This is an optimization exercise on Yosys and OpenROAD, whose aim is small area, not a production implementation.
Only simulation tests tie the RTL to the original design; equivalence was not proved.
No activity file was given, so power comes from the tool's default toggle rates.

==> design/flow/config.mk <==
export PLATFORM = sky130hd
export DESIGN_NAME = bop_it
export DESIGN_NICKNAME = bop_it
export VERILOG_FILES = /design/flow/design.v
export SDC_FILE = /design/flow/constraint.sdc
export NUM_CORES = 4
export LEC_CHECK = 0
export ABC_AREA = 1
export CAP_MARGIN = 20
export CORE_MARGIN = 2
export CORE_UTILIZATION = 40
export SLEW_MARGIN = 20
==> design/flow/constraint.sdc <==
create_clock -name core_clock -period 80.0 [get_ports {clk}]
set_input_delay 16.0000 -clock core_clock [delete_from_list [all_inputs] [get_ports {clk}]]
set_output_delay 16.0000 -clock core_clock [all_outputs]
set_load 0.01 [all_outputs]
==> design/flow/design.v <==
`timescale 1ns / 1ps
module bop_it(
	input clk,
	input rst,
	input [7:0] sw,
	input [4:0] btns,
	output [7:0] leds,
	output [6:0] ssd_digit,
	output [3:0] ssd_select
	);
localparam S_INIT = 3'd0, S_IDLE = 3'd1, S_RNG = 3'd2, S_CHK = 3'd3,
           S_LVL = 3'd4, S_DLVL = 3'd5, S_LOSE = 3'd6, S_WIN = 3'd7;
localparam D_BLANK = 3'd0, D_LET = 3'd1, D_LUL = 3'd2, D_DASH = 3'd4, D_SCORE = 3'd5;
reg [5:0] e;
reg [2:0] state;
reg [7:0] cnt;
reg [2:0] dm;
reg [12:0] move;
reg [7:0] sw_prev;
reg [4:0] btn_press;
reg corr;
reg [2:0] pa;      
reg [3:0] pb;      
reg [31:0] R;
reg flag;
reg [32:0] ring;
reg [3:0] acc;
wire tick = &e;
wire [1:0] idx = {e[5] ^ e[4], ~e[4]};
wire st_rng = (state == S_RNG);
wire st_chk = (state == S_CHK);
wire [6:0] ce;
assign ce[0] = 1'b1;
genvar gi;
generate for (gi = 1; gi < 7; gi = gi + 1) begin : g_ce
	assign ce[gi] = ce[gi-1] & e[gi-1];
end endgenerate
wire [5:0] e_inc = e ^ ce[5:0];
wire [8:0] cc;
assign cc[0] = 1'b1;
generate for (gi = 1; gi < 9; gi = gi + 1) begin : g_cc
	assign cc[gi] = cc[gi-1] & cnt[gi-1];
end endgenerate
wire [7:0] cnt_inc = cnt ^ cc[7:0];
reg [2:0] lvr;
always @(*) begin
	case (pa)
	3'd0: lvr = {2'b00, pb[3]};
	3'd1: lvr = (pb >= 4'd6) ? 3'd2 : 3'd1;
	3'd2: lvr = (pb >= 4'd4) ? 3'd3 : 3'd2;
	3'd3: lvr = (pb >= 4'd2) ? 3'd4 : 3'd3;
	3'd4: lvr = pb[3] ? 3'd6 : 3'd5;
	3'd5: lvr = (pb >= 4'd6) ? 3'd7 : 3'd6;
	default: lvr = 3'd7;
	endcase
end
wire [2:0] s3 = {pa[1:0], 1'b0} + pb[2:0];
wire l7 = &s3;
wire is64 = pa[2] & pa[1] & pb[2];
wire newgame = st_rng & dm[2];
wire ng = ~newgame;
wire m9 = ng & (lvr == 3'd2 || lvr == 3'd3 || lvr == 3'd4);
wire m13 = ng & (lvr[2] & (lvr[1] | lvr[0]));
wire n2 = ng & (lvr != 3'd0);
wire n3 = ng & (lvr >= 3'd3);
wire n4 = ng & (lvr[2] & lvr[1]);
wire g3 = lvr[2] & ~lvr[1];
wire g2 = lvr[2] & lvr[1];
wire [7:0] bar = {&lvr, lvr[2] & lvr[1], lvr[2] & (lvr[1] | lvr[0]), lvr[2],
                  lvr[2] | (lvr[1] & lvr[0]), lvr[2] | lvr[1], |lvr, 1'b1};
wire en = st_rng & ~cnt[5] & (dm != D_LUL);
wire fb = R[31] ^ R[21] ^ R[1] ^ R[0];
wire [16:0] cr;
assign cr[0] = ~en;
generate for (gi = 1; gi < 17; gi = gi + 1) begin : g_cr
	assign cr[gi] = cr[gi-1] & R[gi-1];
end endgenerate
wire [15:0] r_inc = (R[15:0] ^ cr[15:0]) | {15'd0, cr[16]};
wire sample = en ? R[0] : R[31];
wire [4:0] h2 = {acc, ring[32]};
reg [3:0] hn;
always @(*) begin
	if (m13)
		hn = (h2 >= 5'd13) ? h2 - 5'd13 : h2[3:0];
	else if (m9)
		hn = (h2 >= 5'd9) ? h2 - 5'd9 : h2[3:0];
	else
		hn = (h2 >= 5'd5) ? h2 - 5'd5 : h2[3:0];
end
wire c32 = cnt[5] & ~cnt[2] & ~cnt[1] & ~cnt[0];
wire c33 = cnt[5] & ~cnt[1] & cnt[0];
wire hwin = st_rng & ((c32 & e[5]) | (c33 & ~e[5])) & ~e[0];
wire cap = hwin & ((e == 6'd30) | (e == 6'd22 & n2) | (e == 6'd14 & n3) | (e == 6'd62 & n4));
wire fin = g2 ? &cnt[4:0] : g3 ? (cnt[5] & cnt[3] & cnt[2] & cnt[1]) : &cnt[5:1];
wire half = g2 ? (~cnt[4] & (&cnt[3:0])) :
            g3 ? (~cnt[5] & cnt[4] & ~cnt[3] & (&cnt[2:0])) : (~cnt[5] & (&cnt[4:0]));
wire bwin = ~fin | (g2 ? ~(e[5] | e[4]) : g3 ? ~(e[5] & e[4] & e[3]) : ~e[5]);
wire c0 = ~|cnt;
wire c200 = cnt[7] & cnt[6] & cnt[3];
wire ctog = (cnt == 8'd30) | (cnt == 8'd60) | (cnt == 8'd90) |
            (cnt == 8'd120) | (cnt == 8'd150) | (cnt == 8'd180);
always @(posedge clk) begin
	e <= rst ? 6'd63 : e_inc;
	if (rst) begin
		R[15:0] <= 16'd1;
		flag <= 1'b0;
	end else begin
		R[15:0] <= flag ? {R[14:0], en ? fb : R[31]} : r_inc;
		if (!flag) flag <= en;
	end
	R[31:16] <= {R[30:16], R[15] & flag};
	ring <= {ring[31:0], (tick & st_rng & ~cnt[5]) ? sample : ring[32]};
	if (hwin) acc <= hn;
	if (cap) move <= move | (13'd1 << hn);
	if (st_chk & bwin)
		btn_press <= btn_press | btns;
	corr <= (sw == sw_prev) && (btn_press == move[4:0]);
	if (tick & ~st_chk)
		sw_prev <= sw ^ {move[12] & st_rng, move[11:5]};
	if (rst) begin
		state <= S_INIT;
		dm <= D_BLANK;
		move[12:5] <= 8'd0;
	end else if (tick) begin
		case (state)
		S_INIT: begin
			state <= S_IDLE;
			dm <= D_DASH;
		end
		S_IDLE: begin
			if (sw[7] != sw_prev[7]) begin
				state <= S_RNG;
				cnt <= 8'd0;
			end
			move[12:5] <= 8'd0;
		end
		S_RNG: begin
			cnt <= cnt_inc;
			if (&cnt[4:0]) begin
				move <= 13'd0;
				acc <= 4'd0;
			end
			if (c33) begin
				dm <= D_BLANK;
				if (newgame) begin
					pa <= 3'd0;
					pb <= 4'd0;
				end
			end
			if (cnt[5] & cnt[1] & cnt[0])
				dm <= D_LET;
			if (cnt[5] & cnt[2]) begin
				state <= S_CHK;
				cnt <= 8'd0;
				btn_press <= 5'd0;
			end
		end
		S_CHK: begin
			if (fin) begin
				cnt <= 8'd0;
				if (corr) begin
					if (pb[3] & pb[0]) begin
						pb <= 4'd0;
						pa <= pa + 3'd1;
					end else
						pb <= pb + 4'd1;
					state <= l7 ? S_LVL : S_RNG;
				end else
					state <= S_LOSE;
			end else begin
				cnt <= cnt_inc;
				if (half) begin
					dm <= D_BLANK;
					move[12:5] <= 8'd0;
				end
			end
		end
		S_LVL: begin
			if (is64) begin
				state <= S_WIN;
				move[12:5] <= 8'hFF;
			end else
				state <= S_DLVL;
		end
		S_DLVL: begin
			cnt <= cnt_inc;
			if (c0)
				dm <= D_LUL;
			if (c200) begin
				state <= S_RNG;
				cnt <= 8'd0;
			end
		end
		S_LOSE: begin
			dm <= D_SCORE;
			state <= S_IDLE;
		end
		S_WIN: begin
			cnt <= cnt_inc;
			dm <= D_SCORE;
			if (ctog)
				move[12:5] <= ~move[12:5];
			else if (c200)
				state <= S_IDLE;
		end
		endcase
	end
end
wire ovr = (state == S_DLVL) | (st_rng & (~cnt[5] | ~(cnt[2] | cnt[1])));
assign leds = ovr ? ((dm == D_LUL) ? bar : 8'd0) : move[12:5];
function [6:0] dseg(input [3:0] d);
	case (d)
	4'd0: dseg = 7'b0111111;
	4'd1: dseg = 7'b0000110;
	4'd2: dseg = 7'b1011011;
	4'd3: dseg = 7'b1001111;
	4'd4: dseg = 7'b1100110;
	4'd5: dseg = 7'b1101101;
	4'd6: dseg = 7'b1111101;
	4'd7: dseg = 7'b0000111;
	4'd8: dseg = 7'b1111111;
	4'd9: dseg = 7'b1101111;
	default: dseg = 7'b0000000;
	endcase
endfunction
localparam [6:0] G_R = 7'b1010000, G_D = 7'b1011110, G_L = 7'b0111000,
                 G_U = 7'b0011100, G_C = 7'b1011000, G_DASH = 7'b1000000;
reg [6:0] let_seg;
integer i, n;
always @(*) begin
	let_seg = 7'd0;
	n = 0;
	for (i = 0; i < 5; i = i + 1)
		if (move[i]) begin
			if (n == 3 - idx)
				case (i)
				0: let_seg = G_C;
				1: let_seg = G_U;
				2: let_seg = G_L;
				3: let_seg = G_D;
				default: let_seg = G_R;
				endcase
			n = n + 1;
		end
end
wire lul = (dm == D_LUL);
wire [3:0] dval = lul ? {1'b0, lvr} + 4'd1 : idx[0] ? {1'b0, pa} : pb;
wire [6:0] dsg = dseg(dval);
reg [6:0] seg;
always @(*) begin
	case (dm)
	D_LET: seg = let_seg;
	D_LUL: seg = (idx == 2'd0) ? dsg : (idx == 2'd2) ? G_U : G_L;
	D_DASH: seg = G_DASH;
	D_SCORE: seg = idx[1] ? 7'd0 : dsg;
	default: seg = 7'd0;
	endcase
end
assign ssd_digit = ~seg;
assign ssd_select = ~(4'b0001 << idx);
endmodule
==> design/flow/flow/run.sh <==
#!/bin/bash
# The standard ORFS layout (standard.sh), with three changes that only affect area:
#  * ABC maps the combinational logic for area only (no buffering or upsizing;
#    the clock period is 80 ns), from a copy of ORFS's scripts folder;
#  * port buffers are sky130_fd_sc_hd__buf_1;
#  * CTS uses clkbuf_4 buffers and no dummy loads.
# Registers are untouched: synthesis is synth_recipe.tcl / ORFS synth.tcl up to
# the same dfflibmap, only the ABC script differs.
set -euo pipefail
cp -r "$FLOW_HOME/scripts" ./scripts_area
printf 'strash\ndch -f\namap\ntopo\nstime -c\n' > ./scripts_area/abc_area.script
export BUFFER_PORTS_ARGS="-buffer_cell sky130_fd_sc_hd__buf_1"
export CTS_ARGS="-sink_clustering_enable -repair_clock_nets -buf_list sky130_fd_sc_hd__clkbuf_4 -root_buf sky130_fd_sc_hd__clkbuf_4 -dont_use_dummy_load"
bash standard.sh SCRIPTS_DIR="$PWD/scripts_area" finish > standard.log 2>&1
==> design/flow/standard.sh <==
#!/bin/bash
# synth_recipe.tcl (not shown) runs the flow's synth.tcl, then flattens the netlist and writes it again
# the make line also repeats each setting of config.mk as NAME=value (left out here)
make -C /OpenROAD-flow-scripts/flow DESIGN_CONFIG=/design/flow/config.mk WORK_HOME=/design/flow/orfs CLKGATE_MAP_FILE= SYNTH_SCRIPT=/design/flow/synth_recipe.tcl "${@:-finish}"
==> summary.md <==
| Metric | Value |
|---|---|
| Die extent in y | 127.2 um |
| Max Freq | 0.04922 GHz |
| Cell area after placement | 6457 um^2 |
| Area taken by flip-flops and latches | 2713 um^2 |
| Routability-driven placement congestion ratio | 0.9521 |
| Max stage delay cell, worst path | sky130_fd_sc_hd__o22ai_1 |
| Area of the multi-input gates | 2980 um^2 |
| Measured slew at the worst slew-check pin | 0.8358 ns |
| Critical path startpoint category | flip-flop |
| Dominant cell type by area after synthesis | sky130_fd_sc_hd__dfxtp_1 |
| Hold violation total from the final report | 0 |
| Yosys reg bits | 124 |
| Via count of the first global-routing pass | 4886 |
| Largest net degree at the start of global routing | 28 |
| Per-instance average area after synthesis | 8.850 um^2 |
| Count of TritonRoute iterations in the first routing pass | 5 |
| Relative slew slack | 0.4385 |
| Detailed-route DRC error count | 0 |
| Final net count | 813 |
| Worst EP arrival | 4.32 ns |
| DRT iter0 DRCs | ~290 |
| Clock buffer depth | 2 |
| Setup CP Type | flip-flop to output pin |
| Required time of the critical path | 64.00 ns |
| Final cycle utilization of the critical path | 0.2540 |
| Distinct cell type count of the synthesized netlist | 43 |
| Num CTS Buffers | 17 |
| Share of final-layout standard cells stronger than drive strength 1 | 0.02842 |
| Total Neg Setup Slack | 0 ns |
| Initial standard-cell utilization of the core | 0.4038 |
| Share of the synthesized area in the top cell type | 0.3331 |
| Cell leakage power | about 2.4 nW |
| Prevailing post-synth register cell | sky130_fd_sc_hd__dfxtp_1 |
| Area delta synth->final | 8.471% |
| Synth top cells by count | sky130_fd_sc_hd__nor2_1, sky130_fd_sc_hd__clkinv_1, sky130_fd_sc_hd__dfxtp_1 |
| Clock skew after layout | around 0.053 ns |
| Total power divided by cell area | 21.18 nW/um^2 |
| Floorplan Core Area | 15030 um^2 |
| Total number of placement rows | 45 |
| Overflow left after global routing | 0 |
| Class of the most critical hold timing path | flip-flop to flip-flop |
| Number of flops mapped to enable cells by yosys | 23 |
| GRT Total Usage | 0.1863 |
| Library cell with the highest instance count after synthesis | sky130_fd_sc_hd__nor2_1 |
| Count of cells resized by post-cts repair | 0 |
| Top-level I/O count | 34 |
| Run status | timing/DRC/antenna clean |
| Clock transition at the registers of the reported paths | between 0.1 and 0.15 ns |
| Final setup violating endpoints | 0 |
| Family of cells with the greatest summed delay on the critical path | compound AO/OA/AOI/OAI gates |
| Global-route wire length before repair | 24.00 mm |
| Total die area | about 16000 um^2 |
| Net count of the mapped netlist | between 700 and 800 |
| Num Clock Sinks | 124 |
| FILL cells | ~1500 |
| Number of buffer and inverter instances along the worst setup path | 5 |
| CP endpoint kind | output pin |
| Post-Route WL | 14.40 mm |
| Source-to-sink clock delay at the later pin of the worst-skew pair | 0.52 ns |
| Post-cts hold buffer count | 0 |
| Post-synthesis instance area | 6071 um^2 |
| ANT cells | 0 |
| Total number of vias | 5158 |
| H-tree Lvls | 4 |
| Number of warnings reported in the yosys synthesis log | 1 |
| Gate count of the mapped netlist | 686 |
| TritonCTS clock tree | built |
| Initial antenna violation count | 0 |
| Max Cap Viol | 0 |
| RSZ-0062 raised after global routing | no |
| Max incr delay on CP | 0.47 ns |
| Max Slew Vio Count | 0 |
| Max rail drop VDD | 0.00001002 V |
| Number of buffers inserted to repair setup after CTS | 0 |
| Sequential element share of the synthesized area | 0.4468 |
| Detailed-route vias per instance | 5.564 |
| Number of port buffers | 33 |
| Count of antenna-violating nets left after detailed routing | 0 |
| Placed wire-length estimate | 11.12 mm |
| Clk Tree Root Cell | sky130_fd_sc_hd__clkbuf_4 |
| Average wire per standard cell | around 16 um |
| Die Wd | ~130 um |
| Min Tclk post-route | around 20 ns |
| Top area cells in the synthesized netlist | sky130_fd_sc_hd__dfxtp_1, sky130_fd_sc_hd__ha_1, sky130_fd_sc_hd__edfxtp_1, sky130_fd_sc_hd__nor2_1, sky130_fd_sc_hd__clkinv_1 |
| Final non-filler cell area | 6585 um^2 |
| Cell breakdown of the critical path | nor2_1 > clkinv_1 > o21ai_0 > clkinv_1 > a221oi_1 > o2111ai_1 > ha_1 > clkinv_1 > ha_1 > o22ai_1 > clkinv_1 > nor2_1 > nor2_1 > nor2_1 > o21a_1 > a21oi_1 > buf_1 |
| Max FO, Critical Path | 8 |
| Share of synthesized registers carrying an async set or reset | 0 |
==> logic make-up (layout without fill, tap and decap cells) <==
| logic type | Yosys count | count (layout) | share of synthesized area |
|---|---|---|---|
| AO/OA/AOI/OAI | 184 | 184 | 0.2117 |
| adder cells (fa/ha/maj) | 57 | 57 | 0.1175 |
| flip-flops | 124 | 124 | 0.4468 |
| AND/OR/NAND/NOR | 219 | 219 | 0.1610 |
| buffers and inverters | 102 | 155 | 0.06307 |
==> sequential cells by signal, summed over array words and instances (netlist names) <==
name,cells
acc,4
corr,1
R,32
state,3
pb,4
btn_press,5
move,13
cnt,8
dm,3
ring,33
pa,3
e,6
sw_prev,8
flag,1
==> placed cells by master, fill, tap and decap left out, types with 7 or more instances in the layout <==
cell / instances
sky130_fd_sc_hd__buf_1: 33
sky130_fd_sc_hd__dfxtp_1: 101
sky130_fd_sc_hd__clkinv_1: 102
sky130_fd_sc_hd__nand3_1: 7
sky130_fd_sc_hd__ha_1: 57
sky130_fd_sc_hd__o221a_1: 20
sky130_fd_sc_hd__nor2_1: 116
sky130_fd_sc_hd__edfxtp_1: 23
sky130_fd_sc_hd__clkbuf_4: 17
sky130_fd_sc_hd__a221oi_1: 10
sky130_fd_sc_hd__a211oi_1: 9
sky130_fd_sc_hd__a31oi_1: 7
sky130_fd_sc_hd__nor3_1: 25
sky130_fd_sc_hd__nor2b_1: 13
sky130_fd_sc_hd__o21ai_0: 32
sky130_fd_sc_hd__o22ai_1: 27
sky130_fd_sc_hd__a21oi_1: 39
sky130_fd_sc_hd__nand2_1: 29
sky130_fd_sc_hd__or2_0: 8
==> per-stage QoR <==
stage	instances	worst slack, ns	total power, mW	utilization	hold slack (ns)
4_1_cts	927	59.66	0.1408	0.4380	0.2915
3_5_place_dp	910	60.25	0.1124	0.4295	0.3121
5_1_grt	927	59.22	0.1498	0.4380	0.2991
6_report	927	59.68	0.1395	0.4380	0.2883
3_3_place_gp	910	60.56	0.1113	0.4292	0.3105
2_1_floorplan	686	60.87	0.1025	-	0.3096
==> report_power, final <==
group / leakage, nW / switching [mW] / internal [mW]
Clock: 0.0782 / 0.0183 / 0.00969
Combinational: 1.33 / 0.0228 / 0.0129
Sequential: 1.04 / 0.00567 / 0.0702
==> path summary, 6_finish.rpt <==
path                         startpoint                to  slack, ns  cells after the start
setup / recovery    pb[2]$_SDFFCE_PN0P_      ssd_digit[1]      59.68                     17
hold / removal         ring[14]$_DFF_P_  ring[15]$_DFF_P_       0.29                      0
hold reg to reg        ring[14]$_DFF_P_  ring[15]$_DFF_P_       0.29                      0
setup reg to reg  state[1]$_SDFFE_PP0P_  R[15]$_SDFF_PP0_      74.59                     24
==> worst reg2reg max path, delay by kind of cell (launching register included) <==
family                   cells  cell delay [ns]
flip-flops                   1             0.38
AND/OR/NAND/NOR              3             0.92
adder cells (fa/ha/maj)     16             3.04
buffers and inverters        4             0.78
AO/OA/AOI/OAI                1             0.20
==> area by class of cell <==
type / count / share of cell area
well taps: 188 / 0.03572
clock buffers: 17 / 0.01938
multi-input cells: 460 / 0.4526
repair buffers: 36 / 0.02223
flip-flops and latches: 124 / 0.4119
inverters: 102 / 0.05814
==> layer usage <==
layer / vias to the layer above / share of wire / GRT usage
li1: 2584 / - / -
met1: 2377 / 0.48 / 0.2467
met2: 171 / 0.45 / 0.2906
met3: 26 / 0.052 / 0.04355
met4: 0 / 0.024 / 0.08468
met5: - / 0 / 0

separate check: timing with driven ports:
How much do the figures lean on ideal ports? The routed layout below was timed once more, with nothing changed but the port constraints. Step 1: set_driving_cell puts a clkbuf_16 on clk and a buf_2 on each other input, an assumption about the parent block. Step 2 moves the port delays by t, midway between the first and last clock arrival at a register: inputs arrive t later, outputs are due t later. That takes back most of the time a late clock gives input paths. Three values: ideal ports, drivers, drivers and shift; two values: the first two.
t, ns: 0.528
setup WS [ns]: 59.682 / 59.648 / 60.176
worst setup path at the end: register to output
pins driven straight from the clock port: 1
After both steps setup and hold are still met in this run. The setup slack of this run moves by -0.034 ns with the drivers and by +0.494 ns with both steps.
